From an optimization exercise on the open Yosys and OpenROAD flow, aimed at small area; shortcuts taken in it are not production practice. Only simulation tests tie the RTL to the original design; equivalence was not proved. No driver is modelled on the clock port, so clock power and skew are understated where the tree is cut down; a real chip needs a root buffer or a tree. Power and IR drop assume default switching activity.

Setup of run 1:
==> flow/design.v <==
module nback_top (
  input  logic       clk_50_mhz_i,
  input  logic       key_0_i,
  input  logic       key_1_i,
  output logic [7:0] leds_o
);
logic [2:0] key_1_d;
always_ff @( posedge clk_50_mhz_i )
  key_1_d <= { key_1_d[1:0], key_1_i };
logic rst;
assign rst = !key_1_d[2];
logic [3:0] pin_d;
always_ff @( posedge clk_50_mhz_i )
  pin_d <= { pin_d[2:0], key_0_i };
logic [9:0] db_s;
logic [9:0] db_cnt;
logic       db_low0;
logic       db_max;
logic       released;
logic       released_d;
logic       answer;
assign db_cnt  = db_s ^ 10'h2aa;
assign db_low0 = ( db_cnt[8:0] == '0 );
assign db_max  = db_cnt[9] && db_low0;
always_ff @( posedge clk_50_mhz_i )
  if( rst || ( pin_d[3] ^ pin_d[2] ) )
    db_s <= 10'h2aa;
  else
    db_s <= { db_cnt[8:0], db_cnt[9] ^ db_cnt[6] ^ db_low0 } ^ 10'h2aa;
always_ff @( posedge clk_50_mhz_i )
  if( rst )
    released <= 1'b1;
  else
    if( db_max )
      released <= pin_d[3];
always_ff @( posedge clk_50_mhz_i )
  released_d <= released;
assign answer = !released && released_d;
logic [9:0] led_s;
logic [9:0] led_cnt;
logic       led_end;
logic [2:0] led_pos;
assign led_cnt = led_s ^ 10'h2aa;
assign led_end = ( led_cnt == 10'd838 );
always_ff @( posedge clk_50_mhz_i )
  if( rst || led_end )
    led_s <= 10'd1 ^ 10'h2aa;
  else
    led_s <= { led_cnt[8:0], led_cnt[9] ^ led_cnt[6] } ^ 10'h2aa;
always_ff @( posedge clk_50_mhz_i )
  if( led_end )
    led_pos <= led_pos + 3'd1;
  else
    if( rst )
      led_pos <= '0;
localparam logic [1:0] IDLE_P = 2'd0,
                       PRE_P  = 2'd1,
                       SHOW_P = 2'd2,
                       END_P  = 2'd3;
logic [1:0]  phase;
logic [14:0] cnt_s;
logic [14:0] cnt;
logic        done;
logic [1:0]  shown;
logic        flag;
logic [8:0]  w;
logic        match;
logic        next_pre;
logic        step;
assign cnt      = cnt_s ^ 15'h2aaa;
assign done     = ( cnt == 15'd1 );
assign match    = flag || ( ( shown == 2'd3 ) && ( w == 9'd215 ) );
assign next_pre = ( phase == SHOW_P ) && done && !match;
always_ff @( posedge clk_50_mhz_i )
  if( rst )
    phase <= IDLE_P;
  else
    case( phase )
      IDLE_P: if( answer ) phase <= PRE_P;
      PRE_P:  if( done )   phase <= SHOW_P;
      SHOW_P:
        if( done )
          phase <= match ? END_P : PRE_P;
        else
          if( answer )
            phase <= END_P;
      default: if( done ) phase <= IDLE_P;
    endcase
always_ff @( posedge clk_50_mhz_i )
  if( ( phase == IDLE_P ) || next_pre )
    cnt_s <= 15'd30673 ^ 15'h2aaa;
  else
    if( done || ( ( phase == SHOW_P ) && answer ) )
      cnt_s <= 15'd17603 ^ 15'h2aaa;
    else
      cnt_s <= { cnt[13:0], cnt[14] ^ cnt[13] } ^ 15'h2aaa;
always_ff @( posedge clk_50_mhz_i )
  case( phase )
    IDLE_P: shown <= '0;
    SHOW_P:
      if( done )
        begin
          if( match )
            shown[0] <= 1'b0;
          else
            if( shown != 2'd3 )
              shown <= shown + 2'd1;
        end
      else
        if( answer )
          shown[0] <= match;
    default: ;
  endcase
always_ff @( posedge clk_50_mhz_i )
  if( phase == IDLE_P )
    flag <= 1'b0;
  else
    if( next_pre )
      flag <= shown[1] && !( w[2] ^ w[3] ^ w[7] ) && !( w[3] ^ w[4] ^ w[8] );
assign step = ( ( phase == PRE_P ) && ( flag ? ( cnt[8] && cnt[14] ) : ( cnt[0] && cnt[7] && !cnt[13] ) ) ) ||
              ( ( phase == END_P ) && flag && ( cnt[0] && cnt[10] && cnt[11] ) );
always_ff @( posedge clk_50_mhz_i )
  if( rst )
    w <= 9'd1;
  else
    if( step )
      w <= { w[7:0], w[8] ^ w[4] };
logic [7:0] leds;
always_comb
  case( phase )
    SHOW_P:  leds = w[8:1];
    PRE_P:   leds = '0;
    END_P:   leds = shown[0] ? 8'd1 << led_pos : { 8{ !led_pos[0] } };
    default: leds = { 8{ !led_pos[0] } };
  endcase
assign leds_o = rst ? '0 : leds;
endmodule
clock: 5.0 ns
lec_check: 0
cap_margin: 20
core_margin: 2
core_utilization: 40
slew_margin: 20
standard.sh (not shown) runs the stock make flow with config.mk's settings and CLKGATE_MAP_FILE= SYNTH_SCRIPT=/design/flow/synth_recipe.tcl, a recipe that flattens the netlist after the stock synthesis.
==> flow/flow/run.sh <==
#!/bin/bash
# Layout flow: the standard synthesis, then the combinational logic is
# mapped again for area (registers untouched), then the standard layout
# steps with adjusted clock tree and port buffer settings.
set -euo pipefail
LIB=$FLOW_HOME/platforms/sky130hd/lib/sky130_fd_sc_hd__tt_025C_1v80.lib
R=orfs/results/sky130hd/nback_top/base
L=orfs/logs/sky130hd/nback_top/base

bash standard.sh synth > flow_1_synth.log 2>&1
cp $R/1_2_yosys.v $R/1_2_yosys_standard.v

DU=$(grep -o -- '-dont_use [A-Za-z0-9_]*' $L/1_2_yosys.log | sort -u | tr '\n' ' ')
# One mapping pass: the combinational cells are turned back into logic and
# mapped again by ABC with an area script; the registers stay as they are.
remap() {
  cat > remap_$3.ys <<EOS
read_liberty -ignore_miss_func $LIB
read_verilog $1
hierarchy -top $FLOW_TOP
blackbox sky130_fd_sc_hd__*df*
flatten
hierarchy -top $FLOW_TOP
opt -purge
read_liberty -lib -nooverwrite -ignore_miss_func $LIB
abc -liberty $LIB $DU -script $4
opt_clean -purge
splitnets
opt_clean -purge
rename -hide w:*.*
hilomap -singleton -hicell sky130_fd_sc_hd__conb_1 HI -locell sky130_fd_sc_hd__conb_1 LO
check -assert -mapped
tee -o $2.stat stat -liberty $LIB
write_verilog -noattr -nohex -nodec $2
EOS
  yosys -s remap_$3.ys > flow_2_remap_$3.log 2>&1
  grep 'Chip area' $2.stat | awk '{print $NF}'
}
# Run every script on a netlist (4 at a time); print "area file" lines.
pass_all() {
  local src=$1 tag=$2 sc n
  for sc in flow/abc_*.abc; do
    n=$(basename $sc .abc)
    ( remap $src remap_${tag}_$n.v ${tag}_$n $sc > remap_${tag}_$n.area ) &
    while [ $(jobs -r | wc -l) -ge 4 ]; do sleep 0.2; done
  done
  wait
  for sc in flow/abc_*.abc; do
    n=$(basename $sc .abc)
    echo "$(cat remap_${tag}_$n.area) remap_${tag}_$n.v"
  done | awk '$1 != ""' | sort -g
}
# The three best first mappings each start a chain: each pass maps the
# chain's best netlist with every script, until a pass brings no gain.
pass_all $R/1_2_yosys_standard.v 0 > heads.txt
cat heads.txt >> flow_2_remap.log
best=$(head -1 heads.txt | awk '{print $2}')
best_area=$(head -1 heads.txt | awk '{print $1}')
for c in 1 2 3; do
  cur=$(sed -n "${c}p" heads.txt | awk '{print $2}')
  cur_area=$(sed -n "${c}p" heads.txt | awk '{print $1}')
  [ -n "$cur" ] || continue
  for k in 1 2 3 4 5 6 7 8 9 10; do
    pass_all $cur c${c}p$k > pass_c${c}p$k.txt
    top=$(head -1 pass_c${c}p$k.txt)
    a=$(echo $top | awk '{print $1}')
    f=$(echo $top | awk '{print $2}')
    echo "chain $c pass $k best $a $f" >> flow_2_remap.log
    if awk -v a="$a" -v b="$cur_area" 'BEGIN { exit !(a != "" && a + 0 < b + 0) }'; then
      cur=$f
      cur_area=$a
    else
      break
    fi
  done
  if awk -v a="$cur_area" -v b="$best_area" 'BEGIN { exit !(a + 0 < b + 0) }'; then
    best=$cur
    best_area=$cur_area
  fi
done
echo "kept $best area $best_area" >> flow_2_remap.log
cp $best $R/1_2_yosys.v
rm -f $R/1_synth.odb $R/1_synth.sdc

export CLOCK_GROUPS=${CLOCK_GROUPS:-2}
export CLOCK_BUF=${CLOCK_BUF:-sky130_fd_sc_hd__clkbuf_16}
bash standard.sh finish \
  "PRE_CTS_TCL=$PWD/flow/pre_cts.tcl" \
  "BUFFER_PORTS_ARGS=-buffer_cell sky130_fd_sc_hd__buf_1" \
  > flow_3_finish.log 2>&1
==> flow/flow/abc_e3.abc <==
strash
dch -f
if -a -K 4
mfs2
lutpack
strash
dch -f
amap
topo
==> flow/flow/abc_e8.abc <==
strash
&get -n
&st
&if -a -K 4
&mfs
&put
lutpack
strash
dch -f
amap
topo
==> flow/flow/abc_f3.abc <==
strash
balance
 rewrite
 refactor
 balance
 rewrite
 rewrite -z
 balance
 refactor -z
 rewrite -z
 balance
dch -f
if -a -K 4
mfs2
strash
&get -n
&deepsyn -T 20
&put
dch -f
amap
topo
==> flow/flow/abc_g0.abc <==
strash
&get -n
&deepsyn -T 20 -S 0
&put
dch -f
amap
topo
==> flow/flow/abc_g1.abc <==
strash
&get -n
&deepsyn -T 20 -S 1
&put
dch -f
amap
topo
==> flow/flow/abc_g2.abc <==
strash
&get -n
&deepsyn -T 20 -S 2
&put
dch -f
amap
topo
==> flow/flow/abc_g3.abc <==
strash
&get -n
&deepsyn -T 20 -S 3
&put
dch -f
amap
topo
==> flow/flow/pre_cts.tcl <==
# Clock tree: the registers are split into CLOCK_GROUPS groups of equal size
# by their angle around the registers' centre; one clock buffer at the centre
# of each group drives that group's clock pins, and the clock port drives
# only those buffers.
set block [ord::get_db_block]
set dbu [$block getDbUnitsPerMicron]
set regs {}
set sx 0.0
set sy 0.0
foreach inst [$block getInsts] {
  if { [string match "*df*" [[$inst getMaster] getName]] } {
    set bb [$inst getBBox]
    set x [expr { ([$bb xMin] + [$bb xMax]) / 2.0 / $dbu }]
    set y [expr { ([$bb yMin] + [$bb yMax]) / 2.0 / $dbu }]
    lappend regs [list [$inst getName] $x $y]
    set sx [expr { $sx + $x }]
    set sy [expr { $sy + $y }]
  }
}
set n [llength $regs]
set cx [expr { $sx / $n }]
set cy [expr { $sy / $n }]
set k $::env(CLOCK_GROUPS)
set tagged {}
foreach r $regs {
  lappend tagged [concat $r [expr { atan2([lindex $r 2] - $cy, [lindex $r 1] - $cx) }]]
}
set tagged [lsort -real -index 3 $tagged]
for { set i 0 } { $i < $k } { incr i } {
  set lo [expr { $i * $n / $k }]
  set hi [expr { ($i + 1) * $n / $k - 1 }]
  set g [lrange $tagged $lo $hi]
  set pins {}
  set gx 0.0
  set gy 0.0
  foreach r $g {
    lappend pins [get_pins "[lindex $r 0]/CLK"]
    set gx [expr { $gx + [lindex $r 1] }]
    set gy [expr { $gy + [lindex $r 2] }]
  }
  set m [llength $g]
  set loc [list [expr { $gx / $m }] [expr { $gy / $m }]]
  puts "Clock buffer $i at $loc for $m registers"
  insert_buffer -buffer_cell $::env(CLOCK_BUF) -net clk_50_mhz_i \
    -load_pins $pins -location $loc -buffer_name clkbuf_leaf_$i -net_name clk_leaf_$i
}
set_propagated_clock [all_clocks]
proc clock_tree_synthesis { args } {
  puts "clock_tree_synthesis skipped: the clock buffers are already in place"
}
Other scripts of this flow, unchanged in this note and not shown: flow/flow/abc_a7.abc, flow/flow/abc_b2.abc, flow/flow/abc_c7.abc, flow/flow/abc_d2.abc, flow/flow/abc_d3.abc, flow/flow/abc_d7.abc, flow/flow/abc_d8.abc
Modified inputs, run 2 compared to run 1
==> flow/flow/run.sh <==
#!/bin/bash
# Layout flow: the standard synthesis, then the combinational logic is
# mapped again for area (registers untouched), then the standard layout
# steps with adjusted clock tree and port buffer settings.
set -euo pipefail
LIB=$FLOW_HOME/platforms/sky130hd/lib/sky130_fd_sc_hd__tt_025C_1v80.lib
R=orfs/results/sky130hd/nback_top/base
L=orfs/logs/sky130hd/nback_top/base

bash standard.sh synth > flow_1_synth.log 2>&1
cp $R/1_2_yosys.v $R/1_2_yosys_standard.v

DU=$(grep -o -- '-dont_use [A-Za-z0-9_]*' $L/1_2_yosys.log | sort -u | tr '\n' ' ')
# One mapping pass: the combinational cells are turned back into logic and
# mapped again by ABC with an area script; the registers stay as they are.
remap() {
  cat > remap_$3.ys <<EOS
read_liberty -ignore_miss_func $LIB
read_verilog $1
hierarchy -top $FLOW_TOP
blackbox sky130_fd_sc_hd__*df*
flatten
hierarchy -top $FLOW_TOP
opt -purge
read_liberty -lib -nooverwrite -ignore_miss_func $LIB
abc -liberty $LIB $DU -script $4
opt_clean -purge
splitnets
opt_clean -purge
rename -hide w:*.*
hilomap -singleton -hicell sky130_fd_sc_hd__conb_1 HI -locell sky130_fd_sc_hd__conb_1 LO
check -assert -mapped
tee -o $2.stat stat -liberty $LIB
write_verilog -noattr -nohex -nodec $2
EOS
  yosys -s remap_$3.ys > flow_2_remap_$3.log 2>&1
  grep 'Chip area' $2.stat | awk '{print $NF}'
}
# Several passes; in each, every script maps the best netlist so far (4 at a
# time); keep the smallest.
best=$R/1_2_yosys_standard.v
best_area=1e9
for k in 1 2 3 4 5 6 7 8; do
  for sc in flow/abc_*.abc; do
    n=$(basename $sc .abc)
    ( remap $best remap_${k}_$n.v ${k}_$n $sc > remap_${k}_$n.area ) &
    while [ $(jobs -r | wc -l) -ge 4 ]; do sleep 0.2; done
  done
  wait
  prev=$best
  for sc in flow/abc_*.abc; do
    n=$(basename $sc .abc)
    a=$(cat remap_${k}_$n.area)
    echo "pass $k script $n area $a" >> flow_2_remap.log
    if awk -v a="$a" -v b="$best_area" 'BEGIN { exit !(a != "" && a + 0 < b + 0) }'; then
      best=remap_${k}_$n.v
      best_area=$a
    fi
  done
  if [ "$best" = "$prev" ]; then break; fi
done
echo "kept $best area $best_area" >> flow_2_remap.log
cp $best $R/1_2_yosys.v
rm -f $R/1_synth.odb $R/1_synth.sdc

export CLOCK_GROUPS=${CLOCK_GROUPS:-2}
export CLOCK_BUF=${CLOCK_BUF:-sky130_fd_sc_hd__clkbuf_16}
bash standard.sh finish \
  "PRE_CTS_TCL=$PWD/flow/pre_cts.tcl" \
  "BUFFER_PORTS_ARGS=-buffer_cell sky130_fd_sc_hd__buf_1" \
  > flow_3_finish.log 2>&1
removed: flow/flow/abc_e3.abc
removed: flow/flow/abc_e8.abc
removed: flow/flow/abc_f3.abc
removed: flow/flow/abc_g0.abc
removed: flow/flow/abc_g1.abc
removed: flow/flow/abc_g2.abc
removed: flow/flow/abc_g3.abc
Findings:
Run 1 → run 2: wire length on met3 shows an increase of 38%; clock share of power barely changed; sequential share of power ~0 delta; met1 demand-to-capacity share in global routing down 1.4 points.
shown[0] as the start point of the critical path was reported by run 2, and key_1_d[2] by run 1.
## Diff of input files: run 3 against run 2
-- flow/flow/run.sh --
<<< run 2, line 37
  grep 'Chip area' $2.stat | awk '{print $NF}'
}
# Several passes; in each, every script maps the best netlist so far (4 at a
# time); keep the smallest.
best=$R/1_2_yosys_standard.v
best_area=1e9
for k in 1 2 3 4 5 6 7 8; do
  for sc in flow/abc_*.abc; do
    n=$(basename $sc .abc)
    ( remap $best remap_${k}_$n.v ${k}_$n $sc > remap_${k}_$n.area ) &
    while [ $(jobs -r | wc -l) -ge 4 ]; do sleep 0.2; done
  done
  wait
  prev=$best
  for sc in flow/abc_*.abc; do
    n=$(basename $sc .abc)
    a=$(cat remap_${k}_$n.area)
    echo "pass $k script $n area $a" >> flow_2_remap.log
    if awk -v a="$a" -v b="$best_area" 'BEGIN { exit !(a != "" && a + 0 < b + 0) }'; then
      best=remap_${k}_$n.v
      best_area=$a
    fi
  done
  if [ "$best" = "$prev" ]; then break; fi
done
echo "kept $best area $best_area" >> flow_2_remap.log
>>> run 3, line 37
  grep 'Chip area' $2.stat | awk '{print $NF}'
}
# Run every script on a netlist (4 at a time); print "area file" lines.
pass_all() {
  local src=$1 tag=$2 sc n
  for sc in flow/abc_*.abc; do
    n=$(basename $sc .abc)
    ( remap $src remap_${tag}_$n.v ${tag}_$n $sc > remap_${tag}_$n.area ) &
    while [ $(jobs -r | wc -l) -ge 4 ]; do sleep 0.2; done
  done
  wait
  for sc in flow/abc_*.abc; do
    n=$(basename $sc .abc)
    echo "$(cat remap_${tag}_$n.area) remap_${tag}_$n.v"
  done | awk '$1 != ""' | sort -g
}
# The three best first mappings each start a chain: each pass maps the
# chain's best netlist with every script, until a pass brings no gain.
pass_all $R/1_2_yosys_standard.v 0 > heads.txt
cat heads.txt >> flow_2_remap.log
best=$(head -1 heads.txt | awk '{print $2}')
best_area=$(head -1 heads.txt | awk '{print $1}')
for c in 1 2 3; do
  cur=$(sed -n "${c}p" heads.txt | awk '{print $2}')
  cur_area=$(sed -n "${c}p" heads.txt | awk '{print $1}')
  [ -n "$cur" ] || continue
  for k in 1 2 3 4 5 6 7 8 9 10; do
    pass_all $cur c${c}p$k > pass_c${c}p$k.txt
    top=$(head -1 pass_c${c}p$k.txt)
    a=$(echo $top | awk '{print $1}')
    f=$(echo $top | awk '{print $2}')
    echo "chain $c pass $k best $a $f" >> flow_2_remap.log
    if awk -v a="$a" -v b="$cur_area" 'BEGIN { exit !(a != "" && a + 0 < b + 0) }'; then
      cur=$f
      cur_area=$a
    else
      break
    fi
  done
  if awk -v a="$cur_area" -v b="$best_area" 'BEGIN { exit !(a + 0 < b + 0) }'; then
    best=$cur
    best_area=$cur_area
  fi
done
echo "kept $best area $best_area" >> flow_2_remap.log
<<< run 2, line 64
rm -f $R/1_synth.odb $R/1_synth.sdc

export CLOCK_GROUPS=${CLOCK_GROUPS:-2}
export CLOCK_BUF=${CLOCK_BUF:-sky130_fd_sc_hd__clkbuf_16}
bash standard.sh finish \
  "PRE_CTS_TCL=$PWD/flow/pre_cts.tcl" \
>>> run 3, line 83
rm -f $R/1_synth.odb $R/1_synth.sdc

export CLOCK_GROUPS=${CLOCK_GROUPS:-3}
export CLOCK_BUF=${CLOCK_BUF:-sky130_fd_sc_hd__clkbuf_8}
bash standard.sh finish \
  "PRE_CTS_TCL=$PWD/flow/pre_cts.tcl" \
==> flow/flow/abc_e3.abc (new file) <==
strash
dch -f
if -a -K 4
mfs2
lutpack
strash
dch -f
amap
topo
==> flow/flow/abc_e8.abc (new file) <==
strash
&get -n
&st
&if -a -K 4
&mfs
&put
lutpack
strash
dch -f
amap
topo
==> flow/flow/abc_f3.abc (new file) <==
strash
balance
 rewrite
 refactor
 balance
 rewrite
 rewrite -z
 balance
 refactor -z
 rewrite -z
 balance
dch -f
if -a -K 4
mfs2
strash
&get -n
&deepsyn -T 20
&put
dch -f
amap
topo
==> flow/flow/abc_g0.abc (new file) <==
strash
&get -n
&deepsyn -T 20 -S 0
&put
dch -f
amap
topo
==> flow/flow/abc_g1.abc (new file) <==
strash
&get -n
&deepsyn -T 20 -S 1
&put
dch -f
amap
topo
==> flow/flow/abc_g2.abc (new file) <==
strash
&get -n
&deepsyn -T 20 -S 2
&put
dch -f
amap
topo
==> flow/flow/abc_g3.abc (new file) <==
strash
&get -n
&deepsyn -T 20 -S 3
&put
dch -f
amap
topo
### Flow results
- Re final count of hold timing violations: no difference whatsoever between run 2 and run 3.
- Compared run 3 vs run 2, and relative area change from synthesis to final layout is down in run 3.
- Delta (run 3 minus run 2): number of port buffers did not really move; longest individual stage delay on the worst path up 0.10 ns.
#### Input delta (run 4 over run 3)
-- flow/flow/run.sh --
<<< run 3, line 83
rm -f $R/1_synth.odb $R/1_synth.sdc

export CLOCK_GROUPS=${CLOCK_GROUPS:-3}
export CLOCK_BUF=${CLOCK_BUF:-sky130_fd_sc_hd__clkbuf_8}
bash standard.sh finish \
  "PRE_CTS_TCL=$PWD/flow/pre_cts.tcl" \
>>> run 4, line 83
rm -f $R/1_synth.odb $R/1_synth.sdc

export CLOCK_GROUPS=${CLOCK_GROUPS:-2}
export CLOCK_BUF=${CLOCK_BUF:-sky130_fd_sc_hd__clkbuf_16}
bash standard.sh finish \
  "PRE_CTS_TCL=$PWD/flow/pre_cts.tcl" \
==> flow/flow/abc_g0.abc <==
strash
&get -n
&deepsyn -T 30 -S 0
&put
dch -f
amap
topo
==> flow/flow/abc_g1.abc <==
strash
&get -n
&deepsyn -T 30 -S 1
&put
dch -f
amap
topo
==> flow/flow/abc_g2.abc <==
strash
&get -n
&deepsyn -T 30 -S 2
&put
dch -f
amap
topo
==> flow/flow/abc_g3.abc <==
strash
&get -n
&deepsyn -T 30 -S 3
&put
dch -f
amap
topo
==> flow/flow/abc_g4.abc (new file) <==
strash
&get -n
&deepsyn -T 30 -S 4
&put
dch -f
amap
topo
==> flow/flow/abc_g5.abc (new file) <==
strash
&get -n
&deepsyn -T 30 -S 5
&put
dch -f
amap
topo
==> flow/flow/abc_g6.abc (new file) <==
strash
&get -n
&deepsyn -T 30 -S 6
&put
dch -f
amap
topo
==> flow/flow/abc_g7.abc (new file) <==
strash
&get -n
&deepsyn -T 30 -S 7
&put
dch -f
amap
topo
Results
No stage failed in run 4, and the final checks on the layout all came back clean.
Run 4 against run 3: count of nets left with antenna violations after detail routing saw little to no change; power consumed by combinational cells climbed about 6%.
Hold slack for run 4 is lower than for run 3.
Diff run 3 -> run 4: effective utilization at floorplan neither gained nor lost much, fmax fell 17%, register-to-register slack fell by 0.27 ns, detailed placer's ending HPWL now larger.
No run of this note takes its clock network from TritonCTS; it comes from the design's own scripts or RTL.

## re-timing with driven ports
No port has a modelled driver above. Below, the same layouts with a new extraction and two added sets of constraints. Step 1: set_driving_cell puts a clkbuf_16 on clk_50_mhz_i and a buf_2 on each other input, an assumption about the parent block. Step 2 adds t to the input delays and takes it off the output delays; t is the mean of the earliest and latest rising clock arrival at the registers after step 1. Input paths then give back, and output paths get back, about the clock's delay inside the block. Three values: ideal ports, drivers, drivers and shift; two values: the first two.
run | t, ns | setup slack, ns | worst slew at a driven data input, ns | pins driven straight from the clock port
run 1 | 0.211 | 2.179 / 2.134 / 2.345 | 0.03 | 2
run 2 | 0.209 | 2.278 / 2.234 / 2.443 | 0.03 | 2
run 3 | 0.214 | 2.174 / 2.127 / 2.341 | 0.03 | 3
run 4 | 0.208 | 1.592 / 1.549 / 1.757 | 0.03 | 2
After both steps setup and hold are still met in every run listed.
